Background: an optimization exercise with open tools, aiming at small area, a short achievable clock period and few clock cycles per item. Do not read the settings as production practice.
The RTL was checked by simulation tests, not by an equivalence proof against the original design.

File: flow/config.mk
export PLATFORM = sky130hd
export DESIGN_NAME = idct_top
export DESIGN_NICKNAME = idct_top
export VERILOG_FILES = /design/flow/design.v
export SDC_FILE = /design/flow/constraint.sdc
export NUM_CORES = 4
export LEC_CHECK = 0
export CAP_MARGIN = 20
export CORE_MARGIN = 2
export CORE_UTILIZATION = 55
export CTS_CLUSTER_DIAMETER = 60
export CTS_CLUSTER_SIZE = 24
export PLACE_DENSITY = 0.75
export SLEW_MARGIN = 20
export TNS_END_PERCENT = 5
File: flow/standard.sh
#!/bin/bash
# synth_recipe.tcl (not shown) runs the flow's synth.tcl, then flattens the netlist and writes it again
# the make line also repeats each setting of config.mk as NAME=value (left out here)
make -C /OpenROAD-flow-scripts/flow DESIGN_CONFIG=/design/flow/config.mk WORK_HOME=/design/flow/orfs CLKGATE_MAP_FILE= SYNTH_SCRIPT=/design/flow/synth_recipe.tcl "${@:-finish}"
File: flow/constraint.sdc
create_clock -name core_clock -period 12.0 [get_ports {clk}]
set_input_delay 2.4000 -clock core_clock [delete_from_list [all_inputs] [get_ports {clk}]]
set_output_delay 2.4000 -clock core_clock [all_outputs]
set_load 0.01 [all_outputs]
File: flow/flow/run.sh
#!/bin/bash
# The standard layout (the standard.sh: standard synthesis, floorplan, place, CTS, route),
# with ORFS's timing repair asked for setup slack of at least SETUP_MARGIN ns against the
# 12 ns clock, so that it sizes and buffers the design for a shorter achieved period.
# The clock, the I/O delays and every other constraint are the standard flow's own.
set -euo pipefail
SETUP_MARGIN=8.3
bash standard.sh SETUP_SLACK_MARGIN=$SETUP_MARGIN finish > standard.log 2>&1
File: flow/design.v
`timescale 1ns / 1ps
module weight_matrix (
    input  wire [2:0] k,
    output reg  [7:0] neg,       
    output reg  [2:0] sel0, sel1, sel2, sel3
);
    always @(*) begin
        case (k)
            3'd0: begin sel0 = 3'd0; sel1 = 3'd0; sel2 = 3'd0; sel3 = 3'd0; neg = 8'b00000000; end
            3'd1: begin sel0 = 3'd1; sel1 = 3'd2; sel2 = 3'd3; sel3 = 3'd4; neg = 8'b11110000; end
            3'd2: begin sel0 = 3'd5; sel1 = 3'd6; sel2 = 3'd6; sel3 = 3'd5; neg = 8'b00111100; end
            3'd3: begin sel0 = 3'd2; sel1 = 3'd4; sel2 = 3'd1; sel3 = 3'd3; neg = 8'b10001110; end
            3'd4: begin sel0 = 3'd0; sel1 = 3'd0; sel2 = 3'd0; sel3 = 3'd0; neg = 8'b01100110; end
            3'd5: begin sel0 = 3'd3; sel1 = 3'd1; sel2 = 3'd4; sel3 = 3'd2; neg = 8'b10110010; end
            3'd6: begin sel0 = 3'd6; sel1 = 3'd5; sel2 = 3'd5; sel3 = 3'd6; neg = 8'b01011010; end
            default: begin sel0 = 3'd4; sel1 = 3'd3; sel2 = 3'd2; sel3 = 3'd1; neg = 8'b10101010; end
        endcase
    end
endmodule
`timescale 1ns / 1ps
module mac_unit #(
    parameter AW = 24
) (
    input clk,
    input rst,
    input in_v,
    input [2:0] k,
    input signed [15:0] x,
    output reg done,
    output [8*AW-1:0] acc_flat
);
    wire [7:0] neg;
    wire [2:0] sel0, sel1, sel2, sel3;
    weight_matrix wm (.k(k), .neg(neg), .sel0(sel0), .sel1(sel1), .sel2(sel2), .sel3(sel3));
    reg signed [23:0] X, x3, x5, x9, x11, x13;
    reg [2:0] sel0a, sel1a, sel2a, sel3a, ka;
    reg [7:0] nega;
    reg va;
    always @(posedge clk) begin
        X   <= x;
        x3  <= x + (x <<< 1);
        x5  <= x + (x <<< 2);
        x9  <= x + (x <<< 3);
        x11 <= x + (x <<< 1) + (x <<< 3);
        x13 <= x + (x <<< 2) + (x <<< 3);
        sel0a <= sel0; sel1a <= sel1; sel2a <= sel2; sel3a <= sel3;
        nega  <= neg;
        ka    <= k;
    end
    wire signed [23:0] m50  = (x3 <<< 4) + (X <<< 1);
    wire signed [23:0] m98  = (x3 <<< 5) + (X <<< 1);
    wire signed [23:0] m142 = (x9 <<< 4) - (X <<< 1);
    wire signed [23:0] m181 = (x11 <<< 4) + x5;
    wire signed [23:0] m213 = (x13 <<< 4) + x5;
    wire signed [23:0] m236 = (X <<< 8) - (x5 <<< 2);
    wire signed [23:0] m251 = (X <<< 8) - x5;
    function signed [23:0] pick;
        input [2:0] s;
        begin
            case (s)
                3'd0: pick = m181;
                3'd1: pick = m251;
                3'd2: pick = m213;
                3'd3: pick = m142;
                3'd4: pick = m50;
                3'd5: pick = m236;
                default: pick = m98;
            endcase
        end
    endfunction
    reg signed [23:0] p0, p1, p2, p3;
    reg [7:0] neg1;
    reg clr1, last1, v1;
    always @(posedge clk) begin
        p0 <= pick(sel0a);
        p1 <= pick(sel1a);
        p2 <= pick(sel2a);
        p3 <= pick(sel3a);
        neg1  <= nega;
        clr1  <= (ka == 3'd0);
        last1 <= (ka == 3'd7);
    end
    always @(posedge clk or posedge rst) begin
        if (rst) begin
            va   <= 1'b0;
            v1   <= 1'b0;
            done <= 1'b0;
        end else begin
            va   <= in_v;
            v1   <= va;
            done <= v1 & last1;
        end
    end
    wire signed [23:0] pl [0:7];
    assign pl[0] = p0; assign pl[1] = p1; assign pl[2] = p2; assign pl[3] = p3;
    assign pl[4] = p3; assign pl[5] = p2; assign pl[6] = p1; assign pl[7] = p0;
    genvar g;
    generate
        for (g = 0; g < 8; g = g + 1) begin : lane
            reg signed [AW-1:0] acc;
            wire signed [AW-1:0] pe = pl[g];
            wire signed [AW-1:0] pn = pe ^ {AW{neg1[g]}};
            always @(posedge clk)
                acc <= clr1 ? pe : acc + pn + neg1[g];
            assign acc_flat[AW*g +: AW] = acc;
        end
    endgenerate
endmodule
`timescale 1ns / 1ps
module row_buffer #(
    parameter W = 16
) (
    input clk,
    input write_enable,
    input [5:0] wr_index,
    input [W-1:0] data_in,
    input [5:0] rd_index,
    output [W-1:0] data_out
);
    reg [W-1:0] buffer [0:63];
    always @(posedge clk) begin
        if (write_enable)
            buffer[wr_index] <= data_in;
    end
    assign data_out = buffer[rd_index];
endmodule
`timescale 1ns / 1ps
module output_scaler (
    input signed [26:0] idct_value,
    output [7:0] pixel_out
);
    wire in_range = (idct_value[26:17] == {10{idct_value[17]}});
    assign pixel_out = in_range ? {~idct_value[17], idct_value[16:10]}
                                : {8{~idct_value[26]}};
endmodule
module perm_stage #(
    parameter W = 8,
    parameter A = 3,
    parameter B = 0
) (
    input clk,
    input [5:0] pos,
    input [W-1:0] din,
    output [W-1:0] dout
);
    localparam L = (1 << A) - (1 << B);
    reg [W-1:0] dl [0:L-1];
    wire s = pos[A] & ~pos[B];
    wire [W-1:0] tail = dl[L-1];
    integer i;
    assign dout = s ? din : tail;
    always @(posedge clk) begin
        dl[0] <= s ? tail : din;
        for (i = 1; i < L; i = i + 1)
            dl[i] <= dl[i-1];
    end
endmodule
`timescale 1ns / 1ps
module idct_fsm (
    input clk,
    input rst,
    input start,
    output reg busy,
    output reg [5:0] cnt
);
    always @(posedge clk or posedge rst) begin
        if (rst) begin
            busy <= 1'b0;
            cnt  <= 6'd0;
        end else if (start) begin
            busy <= 1'b1;
            cnt  <= 6'd0;
        end else if (busy) begin
            cnt <= cnt + 6'd1;
            if (cnt == 6'd63) busy <= 1'b0;
        end
    end
endmodule
`timescale 1ns / 1ps
module idct_top (
    input clk,
    input rst,
    input in_valid,
    input signed [15:0] F_in,
    output in_ready,
    output reg [7:0] idct_out,
    output reg out_valid
);
    reg rdy, iv, t63;
    reg signed [15:0] fd;
    reg [2:0] idx;                       
    reg [5:0] cnt;
    reg [6:0] age;
    assign in_ready = rdy;
    wire take = in_valid & rdy;
    wire [5:0] cnt_n = take ? cnt + 6'd1 : cnt;
    wire [6:0] age_n = (take && cnt == 6'd63) ? 7'd1 : (age == 7'd127 ? age : age + 7'd1);
    wire next_last = take ? (cnt == 6'd62) : (cnt == 6'd63);
    wire last_ok = (age == 7'd63) || (age >= 7'd113);
    always @(posedge clk or posedge rst) begin
        if (rst) begin
            rdy <= 1'b0;
            iv  <= 1'b0;
            t63 <= 1'b0;
            cnt <= 6'd0;
            age <= 7'd127;
        end else begin
            rdy <= ~(next_last && !last_ok);
            iv  <= take;
            t63 <= take && cnt == 6'd63;
            cnt <= cnt_n;
            age <= age_n;
        end
    end
    always @(posedge clk) begin
        fd  <= take ? F_in : 16'sd0;
        idx <= cnt[2:0];
    end
    wire rdone;
    wire [8*24-1:0] racc;
    mac_unit #(.AW(24)) row_mac (
        .clk(clk), .rst(rst), .in_v(iv), .k(idx), .x(fd),
        .done(rdone), .acc_flat(racc)
    );
    reg [127:0] gsr;
    reg g_act, gwm;
    reg [2:0] gsc, gsu, rowc;
    integer i;
    always @(posedge clk) begin
        if (rdone) begin
            for (i = 0; i < 8; i = i + 1)
                gsr[16*i +: 16] <= racc[24*i + 8 +: 16];
        end else
            gsr <= gsr >> 16;
    end
    always @(posedge clk or posedge rst) begin
        if (rst) begin
            g_act <= 1'b0;
            gwm   <= 1'b0;
            gsc   <= 3'd0;
            gsu   <= 3'd0;
            rowc  <= 3'd0;
        end else begin
            if (g_act && gsc == 3'd7 && gsu == 3'd7) gwm <= ~gwm;
            if (rdone) begin
                g_act <= 1'b1;
                gsc   <= 3'd0;
                gsu   <= rowc;
                rowc  <= rowc + 3'd1;
            end else if (g_act) begin
                gsc <= gsc + 3'd1;
                if (gsc == 3'd7) g_act <= 1'b0;
            end
        end
    end
    wire r_act;
    wire [5:0] rc;
    reg grm;
    wire [15:0] gdata;
    idct_fsm rseq (.clk(clk), .rst(rst), .start(t63), .busy(r_act), .cnt(rc));
    row_buffer #(.W(16)) gbuf (
        .clk(clk),
        .write_enable(g_act),
        .wr_index(gwm ? {gsc, gsu} : {gsu, gsc}),
        .data_in(gsr[15:0]),
        .rd_index(ra),
        .data_out(gdata)
    );
    reg [5:0] ra;
    reg [2:0] rak;
    reg rav;
    reg signed [15:0] gr;
    reg [2:0] gk;
    reg gv;
    always @(posedge clk or posedge rst) begin
        if (rst) begin
            grm <= 1'b0;
            rav <= 1'b0;
            gv  <= 1'b0;
        end else begin
            if (t63) grm <= gwm;
            rav <= r_act;
            gv  <= rav;
        end
    end
    always @(posedge clk) begin
        ra  <= grm ? {rc[5:3], rc[2:0]} : {rc[2:0], rc[5:3]};
        rak <= rc[2:0];
        gr  <= gdata;
        gk  <= rak;
    end
    wire cdone;
    wire [8*27-1:0] cacc;
    mac_unit #(.AW(27)) col_mac (
        .clk(clk), .rst(rst), .in_v(gv), .k(gk), .x(gr),
        .done(cdone), .acc_flat(cacc)
    );
    wire [63:0] pix;
    genvar g;
    generate
        for (g = 0; g < 8; g = g + 1) begin : sc
            output_scaler os (.idct_value(cacc[27*g +: 27]), .pixel_out(pix[8*g +: 8]));
        end
    endgenerate
    reg [63:0] psr;
    reg [2:0] colc;
    always @(posedge clk) begin
        if (cdone) psr <= pix;
        else       psr <= psr >> 8;
    end
    reg [5:0] pc;
    reg pend, o_act;
    wire load0 = cdone && colc == 3'd0;
    wire [5:0] pc2 = pc - 6'd7;
    wire [5:0] pc3 = pc - 6'd21;
    wire [7:0] q1, q2, q3;
    perm_stage #(.W(8), .A(3), .B(0)) ps1 (.clk(clk), .pos(pc),  .din(psr[7:0]), .dout(q1));
    perm_stage #(.W(8), .A(4), .B(1)) ps2 (.clk(clk), .pos(pc2), .din(q1),       .dout(q2));
    perm_stage #(.W(8), .A(5), .B(2)) ps3 (.clk(clk), .pos(pc3), .din(q2),       .dout(q3));
    always @(posedge clk or posedge rst) begin
        if (rst) begin
            colc      <= 3'd0;
            pc        <= 6'd0;
            pend      <= 1'b0;
            o_act     <= 1'b0;
            out_valid <= 1'b0;
        end else begin
            if (cdone) colc <= colc + 3'd1;
            pc <= load0 ? 6'd0 : pc + 6'd1;
            if (pc == 6'd48) o_act <= pend;
            if (load0) pend <= 1'b1;
            else if (pc == 6'd48) pend <= 1'b0;
            out_valid <= o_act;
        end
    end
    always @(posedge clk) idct_out <= q3;
endmodule
==> metrics.log, run 1 <==
[metrics] status: no timing/DRC/antenna violations
[metrics] hpwl dp: 254 mm
[metrics] die span in y: 483 um
[metrics] H-tree Lvls: 4
[metrics] mapped cell area: 126000 um2
[metrics] capture point of the worst reg-to-reg path: col_mac.p2[21]$_DFF_P_
[metrics] clock tree from TritonCTS: built
[metrics] Worst Path Arrival: 4620 ps
[metrics] Synth Area in Compound Gates: 0.154
[metrics] Final Hold Vio Count: 0
[metrics] number of register bits inferred by synthesis: 2568
[metrics] grt peak-use layer: met2
[metrics] Die W: 483 um
[metrics] post-detailed-route count of antenna-violating nets: 0
[metrics] die outline area: 233000 um2
[metrics] number of global-route vias before repair: 89200
[metrics] dominant register cell in the synthesized netlist: dfxtp_1
[metrics] area used by sequential logic in the layout: 62100 um2
[metrics] setup TNS after final layout: 0 ps
[metrics] Critical Path End Type: register
[metrics] reg2reg setup slack: 8070 ps
[metrics] routed vias: 92000
[metrics] worst min path class: reg -> reg
[metrics] post-synthesis share of cell area spent on full adders, half adders and majority gates: 0.0807
[metrics] number of enable-type register cells in the synthesized netlist: 1024
[metrics] wire length of the first global-routing pass: 547 mm
[metrics] number of cell instances on the worst register-to-register path: 10
[metrics] maximum number of pins on one net before global-route repair: 219
[metrics] share of the yosys chip area belonging to registers: 0.491
[metrics] io pins: 29
[metrics] final count of negative-setup-slack endpoints: 0
[metrics] fillcell total: 17900
[metrics] Root Buffer: clkbuf_16
[metrics] most area-hungry cell type in the Yosys netlist: edfxtp_1
[metrics] pin slew with the least headroom to its limit: 1220 ps
[metrics] starting density of the core: 0.554
[metrics] number of placement rows: 175
[metrics] Period minus WS final: 3930 ps
[metrics] clock skew: 60.5 ps
[metrics] CP max FO: 6
[metrics] xor-xnor portion of the synthesized cell area: 0.0707
[metrics] Post-Synth Simple-Gate Area: 0.0891
[metrics] setup repair after global routing missed its margin: true
[metrics] Mapped Avg Cell Area: 11.2 um2
[metrics] Routed wire per std cell: 25.5 um
[metrics] dominant combinational cell family by area after synthesis: compound AO/OA/AOI/OAI gates
[metrics] length of the first detailed-routing pass in iterations: 9
[metrics] Final Wtd Congestion: 1.00
[metrics] final clock period utilization by the worst path: 0.328
[metrics] Placeable Area: 228000 um2
[metrics] final standard cell utilization of the core: 0.604
[metrics] area of the multi-input gates: 62600 um2
[metrics] Vias/cell: 6.39
[metrics] maximum capacitance violations: 0
[metrics] buffer depth of the longest clock path: 3
[metrics] Synth cell types: 98
[metrics] proportion of synthesized area in mux cells: 0.0917
[metrics] initial DRC count: 9408
[metrics] critical path launch point type: register
[metrics] number of clock sinks: 2568
[metrics] maximum frequency from static timing analysis: 0.254 GHz
[metrics] most area-consuming cells after synthesis: edfxtp_1 (24%), dfxtp_1 (24%), ha_1 (7.5%)
[metrics] ranking of synthesized cells by instance count: dfxtp_1 (1489), edfxtp_1 (1024), o21ai_0 (846), nand2_1 (794), a21oi_1 (791)
[metrics] tightest slew margin relative to the limit: 0.179
[metrics] async set-reset flop share out of synthesis: 0.0214
[metrics] crit path to: col_mac.p2[21]$_DFF_P_
[metrics] clock transition at the registers of the reported paths: 80 ps
[metrics] met2 Usage GRT: 0.481
[metrics] crit path kind: reg -> reg
[metrics] most common cell in the synthesized netlist: dfxtp_1
[metrics] CTS buffer count: 170
[metrics] met1 Resource Use GR: 0.414
[metrics] global-route total usage across every layer: 0.308
[metrics] final max-slew violation count: 0
[metrics] count of warnings emitted by yosys: 12
[metrics] initial antenna violation count: 18
[metrics] post-synth top area share: 0.244
[metrics] startpoint of the worst-slack reg-to-reg timing path: col_mac.X[4]$_DFF_P_
[metrics] relative area change from synthesis to final layout: 9.09%
[metrics] DR DRC count: 0
[metrics] final net count: 12100
[metrics] Post-Synthesis Net Count: 12100
[metrics] Synth Instances: 11300
[metrics] grt ovf: 0
[metrics] WP data required: 12680 ps
[metrics] total wire length: 367 mm
[metrics] count of input and output buffers: 28
[metrics] Hold Crit Start: col_mac.nega[3]$_DFF_P_
[metrics] GRT met3 Usage: 0.0574
[metrics] Worst-Skew Late Latency: 870 ps
[metrics] fraction of layout cells with a size suffix above 1: 0.126
[metrics] CP Launch Point: col_mac.X[4]$_DFF_P_
==> stage by stage <==
| stage | instance area (um2) | worst slack, ps | cells | hold WS [ps] |
|---|---|---|---|---|
| finish | 138000 | 8070 | 14400 | 304 |
| floorplan | 126000 | 8270 | 11300 | 310 |
| global placement | 130000 | 7420 | 14000 | 310 |
| global route | 138000 | 8060 | 14400 | 301 |
| CTS | 136000 | 8050 | 14300 | 298 |
| detailed placement | 130000 | 7550 | 14000 | 312 |
==> cells in the final DEF (no fill, tap or decap), types with 85 or more instances in the layout <==
master / n
o21bai_1: 103
mux4_2: 375
o21ai_0: 832
o21a_1: 123
nand2b_1: 100
clkbuf_16: 171
dfxtp_1: 1430
and3_1: 85
nor3_1: 170
xnor2_1: 420
a21oi_1: 750
a31oi_1: 98
ha_1: 738
edfxtp_1: 1024
xor2_1: 576
inv_1: 287
buf_4: 200
a211oi_1: 97
nor2_1: 701
nand3_1: 130
nand2_1: 793
mux2i_1: 97
mux2_2: 188
a21o_1: 256
==> timing repair <==
action,in CTS,in global routing
setup buffers,13,46
setup endpoints to repair,178,206
pin swaps,12,87
resized for setup,101,218
cloned,0,0
hold buffers,0,0
==> critical path, stage by stage (launching register included) <==
cell and delay, ps:
dfxtp_1 580, ha_1 310, a21oi_1 170, nor2_1 110, o311a_1 390, o2111ai_1 270, a21oi_1 200, a21boi_0 860
o22ai_1 250, a311oi_1 490, a32oi_1 170
==> cells by family (layout without fill, tap and decap cells) <==
group / after synthesis / count (layout)
compound gates: 3054 / 3054
xor+xnor: 1018 / 1018
fa+ha+maj: 793 / 793
buf+inv: 767 / 857
flops: 2568 / 2568
mux: 663 / 663
other cells: 0 / 7
simple gates: 2430 / 2430
==> registers in the layout, summed over array words and instances, names as in the netlist, 56 cells and up <==
register and flops:
row_mac.lane.acc 192, gbuf.buffer 1024, ps1.dl 56, ps2.dl 112, col_mac.lane.acc 216, psr 64
gsr 128, ps3.dl 224
==> per-layer routing <==
metal  share of wire  wire (um)
met1            0.41     149000
met2            0.45     164000
met3           0.091      33400
met4           0.056      20500
met5         0.00017         62
==> how the worst min path moves through the flow <==
stage | endpoint | cells after the start
2_1_floorplan | col_mac.neg1[1]$_DFF_P_ | 0
5_1_grt | ps3.dl[4][4]$_DFF_P_ | 0
3_3_place_gp | ps3.dl[20][0]$_DFF_P_ | 0
4_1_cts | col_mac.neg1[3]$_DFF_P_ | 0
6_report | col_mac.neg1[3]$_DFF_P_ | 0
3_5_place_dp | col_mac.neg1[5]$_DFF_P_ | 0
==> area by class of cell <==
cell class	count	share of cell area
multi-input cells	7958	0.455
well taps	3009	0.0274
clock inverters	105	0.0109
repair buffers	249	0.0149
inverters	301	0.00821
clock buffers	202	0.0324
flip-flops and latches	2568	0.451
diodes	7	0.000127
Testbench counts, summed over its fixed seeds: cycles 7,168, blocks 96.
==> run 2, diff against run 1 <==
--- a/flow/flow/run.sh
+++ b/flow/flow/run.sh
@@ -6,3 +6,3 @@
 set -euo pipefail
-SETUP_MARGIN=8.3
+SETUP_MARGIN=8.7
 bash standard.sh SETUP_SLACK_MARGIN=$SETUP_MARGIN finish > standard.log 2>&1
--- a/flow/config.mk
+++ b/flow/config.mk
@@ -14,2 +14,2 @@
 export SLEW_MARGIN = 20
-export TNS_END_PERCENT = 5
+export TNS_END_PERCENT = 20
==> run 2 against run 1 <==
  * Maximum frequency up 1.3%
  * Final area up 2.8%
  * Die area unchanged
  * Area after synthesis unchanged
  * First-iteration DRC count up 11%
  * Clock skew up 23 ps
  * Critical path depth down 9
  * Register-to-register slack better by 90 ps
  * Synthesized cell count unchanged
  * Clock-buffer cell count down 11
  * Flip-flop and latch count unchanged
  * Critical endpoint is now out_valid
  * Largest cell class unchanged
==> metrics.log, run 2 <==
[metrics] Largest stage delay, worst path: 450 ps (-410 ps)
[metrics] wire length of the first global-routing pass: 548 mm (+0.31%)
[metrics] mapped cell area: 126000 um2 (unchanged)
[metrics] maximum capacitance violations: 0 (unchanged)
[metrics] Die W: 483 um (unchanged)
[metrics] number of clock sinks: 2568 (unchanged)
[metrics] initial DRC count: 10500 (+11%)
[metrics] Mapped Avg Cell Area: 11.2 um2 (unchanged)
[metrics] global-route total usage across every layer: 0.308 (about the same)
[metrics] async set-reset flop share out of synthesis: 0.0214 (unchanged)
[metrics] buffer depth of the longest clock path: 3 (unchanged)
[metrics] critical path launch point type: register
[metrics] most common cell after layout, fill and taps aside: dfxtp_1
[metrics] pin slew with the least headroom to its limit: 1300 ps (+86.2 ps)
[metrics] number of cells traversed by the worst hold path: 0 (unchanged)
[metrics] CP max FO: 1 (-5)
[metrics] share of the yosys chip area belonging to registers: 0.491 (unchanged)
[metrics] final max-slew violation count: 0 (unchanged)
[metrics] count of input and output buffers: 28 (unchanged)
[metrics] Root Buffer: clkbuf_16
[metrics] most area-hungry cell type in the Yosys netlist: edfxtp_1
[metrics] number of global-route vias before repair: 89100 (-0.19%)
[metrics] H-tree Lvls: 4 (unchanged)
[metrics] Final Hold Vio Count: 0 (unchanged)
[metrics] tightest slew margin relative to the limit: 0.129 (-0.0504)
[metrics] ranking of synthesized cells by instance count: dfxtp_1 (1489), edfxtp_1 (1024), o21ai_0 (846), nand2_1 (794), a21oi_1 (791)
[metrics] starting density of the core: 0.554 (unchanged)
[metrics] die outline area: 233000 um2 (unchanged)
[metrics] Worst Path Arrival: 1480 ps (-3140 ps)
[metrics] maximum number of pins on one net before global-route repair: 202 (-7.8%)
[metrics] most area-consuming cells after synthesis: edfxtp_1 (24%), dfxtp_1 (24%), ha_1 (7.5%)
[metrics] critical-path cell list: buf_6
[metrics] Placeable Area: 228000 um2 (unchanged)
[metrics] count of hold buffers inserted by post-cts repair: 0 (unchanged)
[metrics] Final Wtd Congestion: 1.02 (+1.4%)
[metrics] largest register by flop count: gbuf.buffer
[metrics] worst min path class: reg -> reg
[metrics] Synth cell types: 98 (unchanged)
[metrics] number of register bits inferred by synthesis: 2568 (unchanged)
[metrics] fillcell total: 17100 (-4.1%)
[metrics] clock skew: 83.1 ps (+22.6 ps)
[metrics] fraction of layout cells with a size suffix above 1: 0.163 (+0.0373)
[metrics] hpwl dp: 249 mm (-2.2%)
[metrics] number of cell instances on the worst register-to-register path: 19 (+9)
[metrics] clock tree from TritonCTS: built
[metrics] CTS buffer count: 169 (-0.59%)
[metrics] initial antenna violation count: 15 (-3)
[metrics] registers with the most flip-flops: gbuf.buffer: 1024 flops, ps3.dl: 224 flops, col_mac.lane.acc: 216 flops
[metrics] flip-flop count of the largest register after layout: 1024 (unchanged)
[metrics] crit path kind: reg -> out
[metrics] number of placement rows: 175 (unchanged)
[metrics] final clock period utilization by the worst path: 0.324 (-0.00415)
[metrics] grt ovf: 0 (unchanged)
[metrics] Post-Synthesis Net Count: 12100 (unchanged)
[metrics] Synth Instances: 11300 (unchanged)
[metrics] dominant register cell in the synthesized netlist: dfxtp_1
[metrics] setup repair after global routing missed its margin: true
[metrics] CP bufs+invs: 1 (+1)
[metrics] total wire length: 375 mm (+2.2%)
[metrics] die span in y: 483 um (unchanged)
[metrics] gate family responsible for the most delay along the worst path: flip-flops
[metrics] post-synth top area share: 0.244 (unchanged)
[metrics] routed vias: 93600 (+1.7%)
[metrics] Routed wire per std cell: 25.7 um (+0.94%)
[metrics] WP data required: 9600 ps (-3080 ps)
[metrics] io pins: 29 (unchanged)
[metrics] clock transition at the registers of the reported paths: 90 ps (about the same)
[metrics] number of enable-type register cells in the synthesized netlist: 1024 (unchanged)
[metrics] length of the first detailed-routing pass in iterations: 9 (unchanged)
[metrics] Period minus WS final: 3880 ps (-49.8 ps)
[metrics] Vias/cell: 6.42 (+0.45%)
[metrics] relative area change from synthesis to final layout: 12.2%
[metrics] post-detailed-route count of antenna-violating nets: 0 (unchanged)
[metrics] maximum frequency from static timing analysis: 0.257 GHz (+1.3%)
[metrics] final net count: 12300 (+1.6%)
[metrics] status: no timing/DRC/antenna violations
[metrics] setup TNS after final layout: 0 ps (unchanged)
[metrics] DR DRC count: 0 (unchanged)
[metrics] most common cell in the synthesized netlist: dfxtp_1
[metrics] final count of negative-setup-slack endpoints: 0 (unchanged)
[metrics] cell with the largest stage delay on the worst path: dfrtp_1
[metrics] commonest non-fill, non-tap cells in the layout: dfxtp_1 (1388), edfxtp_1 (1024), nand2_1 (792)
[metrics] logic depth of the worst path, buffers included: 1 (-9)
[metrics] count of warnings emitted by yosys: 12 (unchanged)
[metrics] Critical Path End Type: primary output
[metrics] Worst-Skew Late Latency: 900 ps (+30 ps)
==> run 2: changes by cell type in the layout (fill, tap and decap cells not counted), sizes merged <==
cell / delta
buf: +180
diode: +2
inv: -8
bufbuf: +2
bufinv: -1
clkbuf: +4
clkinv: +8
clkdlybuf4s15: -3
dlygate4sd2: -2
clkinvlp: +3
==> run 2: timing repair <==
action,4_1_cts,5_1_grt
endpoints found under the setup margin,319,349
cloned,2,15
pin swaps,118,210
resized for setup,357,442
setup buffers,102,151
==> run 2: worst paths after layout <==
check | from | endpoint | slack (ps)
worst max-delay path | out_valid$_DFF_PP0_ | out_valid | 8120
worst min-delay path | ps2.dl[9][0]$_DFF_P_ | ps2.dl[10][0]$_DFF_P_ | 310
worst max register to register | gr[1]$_DFF_P_ | col_mac.x11[17]$_DFF_P_ | 8160
worst min register to register | ps2.dl[9][0]$_DFF_P_ | ps2.dl[10][0]$_DFF_P_ | 310
max in group asynchronous | rst | col_mac.done$_DFF_PP0_ | 9000
min in group asynchronous | rst | gsu[0]$_DFFE_PP0P_ | 2190
==> run 2: metrics by stage <==
step	hold WS (ps)	setup slack, ps	cell area, um2	utilization	instances
floorplan	310	8290	126000	-	11300
global placement	310	7580	130000	0.569	14000
detailed placement	312	7580	130000	0.570	14000
CTS	304	8080	138000	0.605	14400
global route	305	8010	141000	0.621	14600
finish	307	8120	141000	0.621	14600
==> run 2: kinds of logic after synthesis <==
family / after synthesis / share of synthesized area
muxes: 663 / 0.0917
and+or+nand+nor: 2430 / 0.0891
buffers and inverters: 767 / 0.0229
AOI/OAI and AO/OA: 3054 / 0.154
DFF: 2568 / 0.491
adders and majority gates: 793 / 0.0807
xor gates and xnor gates: 1018 / 0.0707
==> run 2: area by class of cell <==
cell class                 count  area (um2)  share of cell area
clock buffer                 191        4400              0.0311
multi-input combinational   7958       64200               0.454
tap                         3009        3760              0.0266
clock inverter               107        1600              0.0113
inverter                     301        1150             0.00810
antenna                        9        22.5            0.000159
sequential                  2568       62200               0.440
timing repair buffer         441        4070              0.0288
==> run 2: routing by layer <==
metal / wire length, um / part of all wire / track usage / vias up
li1: - / - / - / 42300
met1: 148000 / 0.40 / 0.407 / 45500
met2: 172000 / 0.46 / 0.491 / 4785
met3: 34500 / 0.092 / 0.0567 / 989
met4: 20700 / 0.055 / 0.148 / 6
met5: 31 / 0.000083 / 0 / -
==> run 3, diff against run 2 <==
--- a/flow/flow/run.sh
+++ b/flow/flow/run.sh
@@ -6,3 +6,3 @@
 set -euo pipefail
-SETUP_MARGIN=8.7
+SETUP_MARGIN=8.5
 bash standard.sh SETUP_SLACK_MARGIN=$SETUP_MARGIN finish > standard.log 2>&1
--- a/flow/config.mk
+++ b/flow/config.mk
@@ -9,7 +9,6 @@
 export CORE_MARGIN = 2
-export CORE_UTILIZATION = 55
+export CORE_UTILIZATION = 62
 export CTS_CLUSTER_DIAMETER = 60
 export CTS_CLUSTER_SIZE = 24
-export PLACE_DENSITY = 0.75
+export PLACE_DENSITY = 0.8
 export SLEW_MARGIN = 20
-export TNS_END_PERCENT = 20
==> run 3 against run 2 <==
  * Utilization up 7.7 points
  * Critical path depth rose by 16
  * Non-clock buffer count down 14
  * Cell count down 2.3%
  * Highest routed layer unchanged
  * Still clean
  * Area after synthesis is the same
  * Clock-buffer cell count grew 6
==> metrics.log, run 3 <==
[metrics] number of register bits inferred by synthesis: 2568 (unchanged)
[metrics] CTS buffer count: 168 (-0.59%)
[metrics] Mapped Avg Cell Area: 11.2 um2 (unchanged)
[metrics] length of the first detailed-routing pass in iterations: 11 (+2)
[metrics] global-route total usage across every layer: 0.363 (+0.0548)
[metrics] routed vias: 96200 (+2.8%)
[metrics] number of enable-type register cells in the synthesized netlist: 1024 (unchanged)
[metrics] final net count: 12200 (-0.12%)
[metrics] wire length of the first global-routing pass: 569 mm (+3.8%)
[metrics] mapped cell area: 126000 um2 (unchanged)
[metrics] fraction of layout cells with a size suffix above 1: 0.165 (+0.00194)
[metrics] number of clock sinks: 2568 (unchanged)
[metrics] critical path launch point type: register
[metrics] maximum capacitance violations: 0 (unchanged)
[metrics] Worst Path Arrival: 4680 ps (+3200 ps)
[metrics] async set-reset flop share out of synthesis: 0.0214 (unchanged)
[metrics] clock transition at the registers of the reported paths: 110 ps (+20 ps)
[metrics] Final Hold Vio Count: 0 (unchanged)
[metrics] H-tree Lvls: 4 (unchanged)
[metrics] total wire length: 392 mm (+4.6%)
[metrics] registers with the most flip-flops: gbuf.buffer: 1024 flops, ps3.dl: 224 flops, col_mac.lane.acc: 216 flops
[metrics] post-route worst hold slack: 321 ps (+14.4 ps)
[metrics] worst min path class: reg -> reg
[metrics] io pins: 29 (unchanged)
[metrics] maximum number of pins on one net before global-route repair: 242 (+20%)
[metrics] Root Buffer: clkbuf_16
[metrics] WP data required: 12780 ps (+3180 ps)
[metrics] Worst-Skew Late Latency: 910 ps (about the same)
[metrics] CP Launch Point: gr[3]$_DFF_P_
[metrics] flip-flop count of the largest register after layout: 1024 (unchanged)
[metrics] clock skew: 97.2 ps (+14.1 ps)
[metrics] cell with the largest stage delay on the worst path: dfxtp_4
[metrics] Critical Path End Type: register
[metrics] post-detailed-route count of antenna-violating nets: 0 (unchanged)
[metrics] dominant register cell in the synthesized netlist: dfxtp_1
[metrics] Die W: 455 um (-5.8%)
[metrics] largest register by flop count: gbuf.buffer
[metrics] maximum frequency from static timing analysis: 0.256 GHz (-0.43%)
[metrics] Synth cell types: 98 (unchanged)
[metrics] number of placement rows: 165 (-5.7%)
[metrics] setup repair after global routing missed its margin: true
[metrics] initial antenna violation count: 39 (+24)
[metrics] final count of negative-setup-slack endpoints: 0 (unchanged)
[metrics] Period minus WS final: 3900 ps (+16.9 ps)
[metrics] most area-hungry cell type in the Yosys netlist: edfxtp_1
[metrics] die outline area: 207000 um2 (-11%)
[metrics] DR DRC count: 0 (unchanged)
[metrics] count of warnings emitted by yosys: 12 (unchanged)
[metrics] pin slew with the least headroom to its limit: 1280 ps (-16.8 ps)
[metrics] startpoint of the worst-slack reg-to-reg timing path: gr[3]$_DFF_P_
[metrics] Vias/cell: 6.75 (+5.2%)
[metrics] Largest stage delay, worst path: 480 ps (+30 ps)
[metrics] count of hold buffers inserted by post-cts repair: 0 (unchanged)
[metrics] most common cell in the synthesized netlist: dfxtp_1
[metrics] tightest slew margin relative to the limit: 0.140 (+0.0112)
[metrics] hpwl dp: 250 mm (+0.54%)
[metrics] Hold Crit Start: ps2.dl[6][2]$_DFF_P_
[metrics] Placeable Area: 202000 um2 (-11%)
[metrics] final max-slew violation count: 0 (unchanged)
[metrics] share of the yosys chip area belonging to registers: 0.491 (unchanged)
[metrics] Post-Synthesis Net Count: 12100 (unchanged)
[metrics] fillcell total: 13400 (-22%)
[metrics] commonest non-fill, non-tap cells in the layout: dfxtp_1 (1392), edfxtp_1 (1024), nand2_1 (789)
[metrics] total cell area at the placement stage: 129000 um2 (-0.39%)
[metrics] starting density of the core: 0.624 (+0.0702)
[metrics] Synth Instances: 11300 (unchanged)
[metrics] most area-consuming cells after synthesis: edfxtp_1 (24%), dfxtp_1 (24%), ha_1 (7.5%)
[metrics] post-synth top area share: 0.244 (unchanged)
[metrics] count of input and output buffers: 28 (unchanged)
[metrics] final clock period utilization by the worst path: 0.325 (+0.00141)
[metrics] die span in y: 455 um (-5.8%)
[metrics] setup TNS after final layout: 0 ps (unchanged)
[metrics] clock tree from TritonCTS: built
[metrics] most common cell after layout, fill and taps aside: dfxtp_1
[metrics] post-layout instance area: 141000 um2 (-0.27%)
[metrics] CP max FO: 4 (+3)
[metrics] relative area change from synthesis to final layout: 11.9%
[metrics] buffer depth of the longest clock path: 3 (unchanged)
[metrics] grt ovf: 0 (unchanged)
[metrics] critical-path cell list: buf_6 > ha_4 > a21o_1 > a21oi_4 > o21bai_1 > a21oi_2 > xnor2_1 > ha_2 > inv_1 > o21bai_1 > a21oi_2 > o21bai_1 > a21oi_4 > o211ai_1 > a31o_2 > a21oi_2 > xnor2_1
[metrics] status: no timing/DRC/antenna violations
[metrics] Routed wire per std cell: 27.5 um (+7.1%)
[metrics] crit path kind: reg -> reg
[metrics] initial DRC count: 12800 (+22%)
[metrics] number of global-route vias before repair: 92200 (+3.6%)
[metrics] ranking of synthesized cells by instance count: dfxtp_1 (1489), edfxtp_1 (1024), o21ai_0 (846), nand2_1 (794), a21oi_1 (791)
[metrics] Final Wtd Congestion: 1.03 (+1.5%)
run 3: cell types whose count changed in the layout (fill, tap and decap cells not counted), sizes merged:
cell / before / now
diode: 9 / 17
inv: 336 / 344
buf: 405 / 398
bufinv: 9 / 5
clkbuf: 207 / 203
clkinv: 53 / 49
bufbuf: 2 / 4
clkdlybuf4s18: 0 / 1
clkdlybuf4s50: 18 / 17
clkinvlp: 10 / 9
dlygate4sd2: 0 / 1
run 3: worst max-delay path: cells and delay by family (launching register included):
family	cells	cell delay, ps
buffers and inverters	2	200
DFF	1	480
AOI/OAI and AO/OA	11	2200
adders and majority gates	2	600
xor gates and xnor gates	2	290
run 3: per-layer routing:
layer | GRT usage | up-vias | part of all wire
li1 | - | 42300 | -
met1 | 0.461 | 46200 | 0.37
met2 | 0.568 | 6038 | 0.45
met3 | 0.0818 | 1611 | 0.11
met4 | 0.219 | 38 | 0.075
met5 | 0 | - | 0.00088
run 3: what timing repair did:
action,CTS,global route
gates resized for setup,448,400
buffers inserted,124,135
gates cloned,4,6
endpoints found under the setup margin,323,387
pin swaps,157,219
run 3: cell type report:
type / count / area, um2 / share of cell area
multi-input cells: 7958 / 64500 / 0.457
flip-flops and latches: 2568 / 62200 / 0.441
repair buffers: 427 / 4000 / 0.0283
clock buffers: 197 / 4420 / 0.0313
well taps: 2672 / 3340 / 0.0237
inverters: 301 / 1140 / 0.00812
clock inverters: 106 / 1420 / 0.0101
diodes: 17 / 42.5 / 0.000302
run 3: cell families (layout without fill, tap and decap cells):
family / Yosys count / in the layout / synth area share
adder cells (fa/ha/maj): 793 / 793 / 0.0807
other: 0 / 17 / 0
AO/OA/AOI/OAI: 3054 / 3054 / 0.154
XOR/XNOR: 1018 / 1018 / 0.0707
multiplexers: 663 / 663 / 0.0917
AND/OR/NAND/NOR: 2430 / 2430 / 0.0891
flip-flops: 2568 / 2568 / 0.491
buffers and inverters: 767 / 1031 / 0.0229
run 3: final timing paths:
| kind | endpoint | slack (ps) | depth (start not counted) |
|---|---|---|---|
| hold reg to reg | ps2.dl[7][2]$_DFF_P_ | 320 | 0 |
| setup / recovery | col_mac.x13[17]$_DFF_P_ | 8100 | 17 |
| min in group asynchronous | pend$_DFFE_PP0P_ | 2210 | 3 |
| max in group asynchronous | row_mac.done$_DFF_PP0_ | 8870 | 3 |
| hold / removal | ps2.dl[7][2]$_DFF_P_ | 320 | 0 |
| setup reg to reg | col_mac.x13[17]$_DFF_P_ | 8100 | 17 |
run 3: per-stage QoR:
step / util / instances / setup slack, ps
after floorplan: - / 11300 / 8420
after global placement: 0.639 / 13700 / 7480
after detailed placement: 0.639 / 13700 / 7490
after CTS: 0.682 / 14100 / 8150
after global routing: 0.698 / 14200 / 8030
final: 0.698 / 14200 / 8100
==> run 4, diff against run 3 <==
--- a/flow/config.mk
+++ b/flow/config.mk
@@ -9,6 +9,7 @@
 export CORE_MARGIN = 2
-export CORE_UTILIZATION = 62
+export CORE_UTILIZATION = 50
 export CTS_CLUSTER_DIAMETER = 60
 export CTS_CLUSTER_SIZE = 24
-export PLACE_DENSITY = 0.8
+export PLACE_DENSITY = 0.7
 export SLEW_MARGIN = 20
+export TNS_END_PERCENT = 5
==> run 4 against run 3 <==
  * Still clean on timing, DRC and antenna
  * Via count is 5.2% lower
  * Clock skew shrank 4.9 ps
  * Die area rose by 24%
  * Setup slack better by 9.5 ps
  * Area after synthesis is the same
  * Sequential share of layout area rose by 0.63 points
  * Wire length decreased by 9.5%
  * Global-route usage shrank 9.5 points
==> metrics.log, run 4 <==
[metrics] count of input and output buffers: 28 (unchanged)
[metrics] async set-reset flop share out of synthesis: 0.0214 (unchanged)
[metrics] logic depth of the worst path, buffers included: 1 (-16)
[metrics] global-route total usage across every layer: 0.268 (-0.0951)
[metrics] final max-slew violation count: 0 (unchanged)
[metrics] Synth cell types: 98 (unchanged)
[metrics] Synth Instances: 11300 (unchanged)
[metrics] CP max FO: 1 (-3)
[metrics] io pins: 29 (unchanged)
[metrics] number of global-route vias before repair: 87700 (-4.9%)
[metrics] worst min path class: reg -> reg
[metrics] setup TNS after final layout: 0 ps (unchanged)
[metrics] post-synth top area share: 0.244 (unchanged)
[metrics] count of warnings emitted by yosys: 12 (unchanged)
[metrics] CTS buffer count: 176 (+4.8%)
[metrics] clock tree from TritonCTS: built
[metrics] die outline area: 256000 um2 (+24%)
[metrics] DR DRC count: 0 (unchanged)
[metrics] most area-hungry cell type in the Yosys netlist: edfxtp_1
[metrics] Post-Synthesis Net Count: 12100 (unchanged)
[metrics] critical-path cell list: buf_6
[metrics] starting density of the core: 0.502 (-0.122)
[metrics] number of clock sinks: 2568 (unchanged)
[metrics] tightest slew margin relative to the limit: 0.181 (+0.0403)
[metrics] maximum frequency from static timing analysis: 0.257 GHz (+0.24%)
[metrics] share of the yosys chip area belonging to registers: 0.491 (unchanged)
[metrics] clock transition at the registers of the reported paths: 90 ps (-20 ps)
[metrics] status: no timing/DRC/antenna violations
[metrics] number of placement rows: 184 (+12%)
[metrics] initial antenna violation count: 15 (-62%)
[metrics] post-placement worst setup slack: 7400 ps (-85.1 ps)
[metrics] Final Hold Vio Count: 0 (unchanged)
[metrics] total wire length: 355 mm (-9.5%)
[metrics] Root Buffer: clkbuf_16
[metrics] number of register bits inferred by synthesis: 2568 (unchanged)
[metrics] CP bufs+invs: 1 (-1)
[metrics] initial DRC count: 9551 (-26%)
[metrics] Largest stage delay, worst path: 460 ps (-20 ps)
[metrics] relative area change from synthesis to final layout: 10.1%
[metrics] Critical Path End Type: primary output
[metrics] buffer depth of the longest clock path: 3 (unchanged)
[metrics] Mapped Avg Cell Area: 11.2 um2 (unchanged)
[metrics] maximum number of pins on one net before global-route repair: 252 (+4.1%)
[metrics] final net count: 12100 (-1.3%)
[metrics] number of cells traversed by the worst hold path: 0 (unchanged)
[metrics] largest register by flop count: gbuf.buffer
[metrics] most common cell after layout, fill and taps aside: dfxtp_1
[metrics] count of hold buffers inserted by post-cts repair: 0 (unchanged)
[metrics] maximum capacitance violations: 0 (unchanged)
[metrics] cell with the largest stage delay on the worst path: dfrtp_2
[metrics] worst setup margin: 8110 ps (+9.52 ps)
[metrics] flip-flop count of the largest register after layout: 1024 (unchanged)
[metrics] Die W: 506 um (+11%)
[metrics] post-detailed-route count of antenna-violating nets: 0 (unchanged)
[metrics] most common cell in the synthesized netlist: dfxtp_1
[metrics] number of cell instances on the worst register-to-register path: 14 (-3)
[metrics] dominant register cell in the synthesized netlist: dfxtp_1
[metrics] gate family responsible for the most delay along the worst path: flip-flops
[metrics] reg2reg setup slack: 8170 ps (+70 ps)
[metrics] pin slew with the least headroom to its limit: 1230 ps (-55.8 ps)
[metrics] Placeable Area: 251000 um2 (+24%)
[metrics] setup repair after global routing missed its margin: true
[metrics] Worst-Skew Late Latency: 900 ps (about the same)
[metrics] ranking of synthesized cells by instance count: dfxtp_1 (1489), edfxtp_1 (1024), o21ai_0 (846), nand2_1 (794), a21oi_1 (791)
[metrics] post-route worst hold slack: 308 ps (-13.7 ps)
[metrics] die span in y: 506 um (+11%)
[metrics] registers with the most flip-flops: gbuf.buffer: 1024 flops, ps3.dl: 224 flops, col_mac.lane.acc: 216 flops
[metrics] final clock period utilization by the worst path: 0.324 (-0.000793)
[metrics] Vias/cell: 6.18 (-8.5%)
[metrics] length of the first detailed-routing pass in iterations: 9 (-2)
[metrics] Routed wire per std cell: 24.0 um (-13%)
[metrics] Worst Path Arrival: 1490 ps (-3190 ps)
[metrics] hpwl dp: 248 mm (-0.78%)
[metrics] grt ovf: 0 (unchanged)
[metrics] wire length of the first global-routing pass: 531 mm (-6.6%)
[metrics] Period minus WS final: 3890 ps (-9.52 ps)
[metrics] critical path launch point type: register
[metrics] routed vias: 91200 (-5.2%)
[metrics] Final Wtd Congestion: 1.01 (-2.2%)
[metrics] WP data required: 9600 ps (-3180 ps)
[metrics] mapped cell area: 126000 um2 (unchanged)
[metrics] fraction of layout cells with a size suffix above 1: 0.131 (-0.0343)
[metrics] final count of negative-setup-slack endpoints: 0 (unchanged)
[metrics] number of enable-type register cells in the synthesized netlist: 1024 (unchanged)
[metrics] crit path kind: reg -> out
[metrics] clock skew: 92.3 ps (-4.94 ps)
[metrics] commonest non-fill, non-tap cells in the layout: dfxtp_1 (1417), edfxtp_1 (1024), o21ai_0 (827)
[metrics] most area-consuming cells after synthesis: edfxtp_1 (24%), dfxtp_1 (24%), ha_1 (7.5%)
[metrics] H-tree Lvls: 4 (unchanged)
-- run 4: cell counts after synthesis --
Identical to the previous run, type by type.
-- run 4: per-layer routing --
layer | up-vias | global-route usage | routed length, um | part of all wire
li1 | 41900 | - | - | -
met1 | 44600 | 0.365 | 147000 | 0.41
met2 | 3937 | 0.421 | 160000 | 0.45
met3 | 736 | 0.0458 | 30100 | 0.085
met4 | 4 | 0.117 | 17400 | 0.049
met5 | - | 0 | 33 | 0.000093
-- run 4: kinds of logic (layout without fill, tap and decap cells) --
logic type	count (synthesis)	after routing	synth area share
AO/OA/AOI/OAI	3054	3054	0.154
other	0	11	0
flip-flops	2568	2568	0.491
XOR/XNOR	1018	1018	0.0707
adder cells (fa/ha/maj)	793	793	0.0807
AND/OR/NAND/NOR	2430	2430	0.0891
multiplexers	663	663	0.0917
buffers and inverters	767	882	0.0229
-- run 4: final timing paths --
kind / endpoint / startpoint
worst max-delay path: out_valid / out_valid$_DFF_PP0_
worst max register to register: col_mac.lane[2].acc[24]$_DFF_P_ / col_mac.neg1[2]$_DFF_P_
worst min register to register: ps3.dl[20][3]$_DFF_P_ / ps3.dl[19][3]$_DFF_P_
max in group asynchronous: row_mac.done$_DFF_PP0_ / rst
min in group asynchronous: rav$_DFF_PP0_ / rst
worst min-delay path: ps3.dl[20][3]$_DFF_P_ / ps3.dl[19][3]$_DFF_P_
-- run 4: repair_timing --
item                                    CTS  global route
resized for setup                        88           301
endpoints found under the setup margin  238           313
pin swaps                                 2           112
cloned                                    1             3
endpoints found under the hold margin     0             0
setup buffers                             6            78
-- run 4: per-stage QoR --
step                cells  cell area (um2)  utilization
CTS                 14700           137000        0.545
detailed placement  14300           130000        0.518
floorplan           11300           126000            -
finish              14800           139000        0.553
global route        14800           139000        0.553
global placement    14300           130000        0.518
-- run 4: cell type report --
cell class / instances / area, um2
diodes: 11 / 27.5
clock buffers: 211 / 4650
clock inverters: 110 / 1690
fillers: 20700 / 112000
inverters: 301 / 1140
multi-input cells: 7958 / 62800
flip-flops and latches: 2568 / 62100
well taps: 3348 / 4190
repair buffers: 259 / 2270
repair inverters: 1 / 5.00

[static timing again, ports no longer ideal]
Ports are ideal in the flow. The routed layouts listed here were re-timed in OpenROAD. Step 1 (the two cells are an assumption about what drives the block):
set clk [get_ports {clk}]
set_driving_cell -lib_cell sky130_fd_sc_hd__clkbuf_16 $clk
set_driving_cell -lib_cell sky130_fd_sc_hd__buf_2 [delete_from_list [all_inputs] $clk]
Step 2, shift: input delay + t, output delay - t, t = (earliest + latest rising clock arrival at the registers) / 2. This alone moves slack from input paths to output paths. Slacks: no drivers / after step 1 / after step 2; pairs: no drivers / after step 1.
| run | shift t [ns] | setup WS [ns] | clock arrival spread, ns | worst slew at a driven data input, ns | cell pins on the clock port's net |
|---|---|---|---|---|---|
| run 1 | 0.943 | 8.067 / 8.051 / 7.603 | 0.074 / 0.074 | 0.04 | 1 |
| run 2 | 0.953 | 8.116 / 8.028 / 7.610 | 0.091 / 0.091 | 0.03 | 1 |
| run 3 | 0.950 | 8.099 / 8.099 / 7.914 | 0.099 / 0.100 | 0.04 | 1 |
| run 4 | 0.941 | 8.109 / 8.021 / 7.581 | 0.101 / 0.101 | 0.03 | 1 |
After both steps every run listed still meets setup and hold. The setup slack of run 4, which loses most, moves by -0.088 ns with the drivers and by -0.528 ns with both steps.
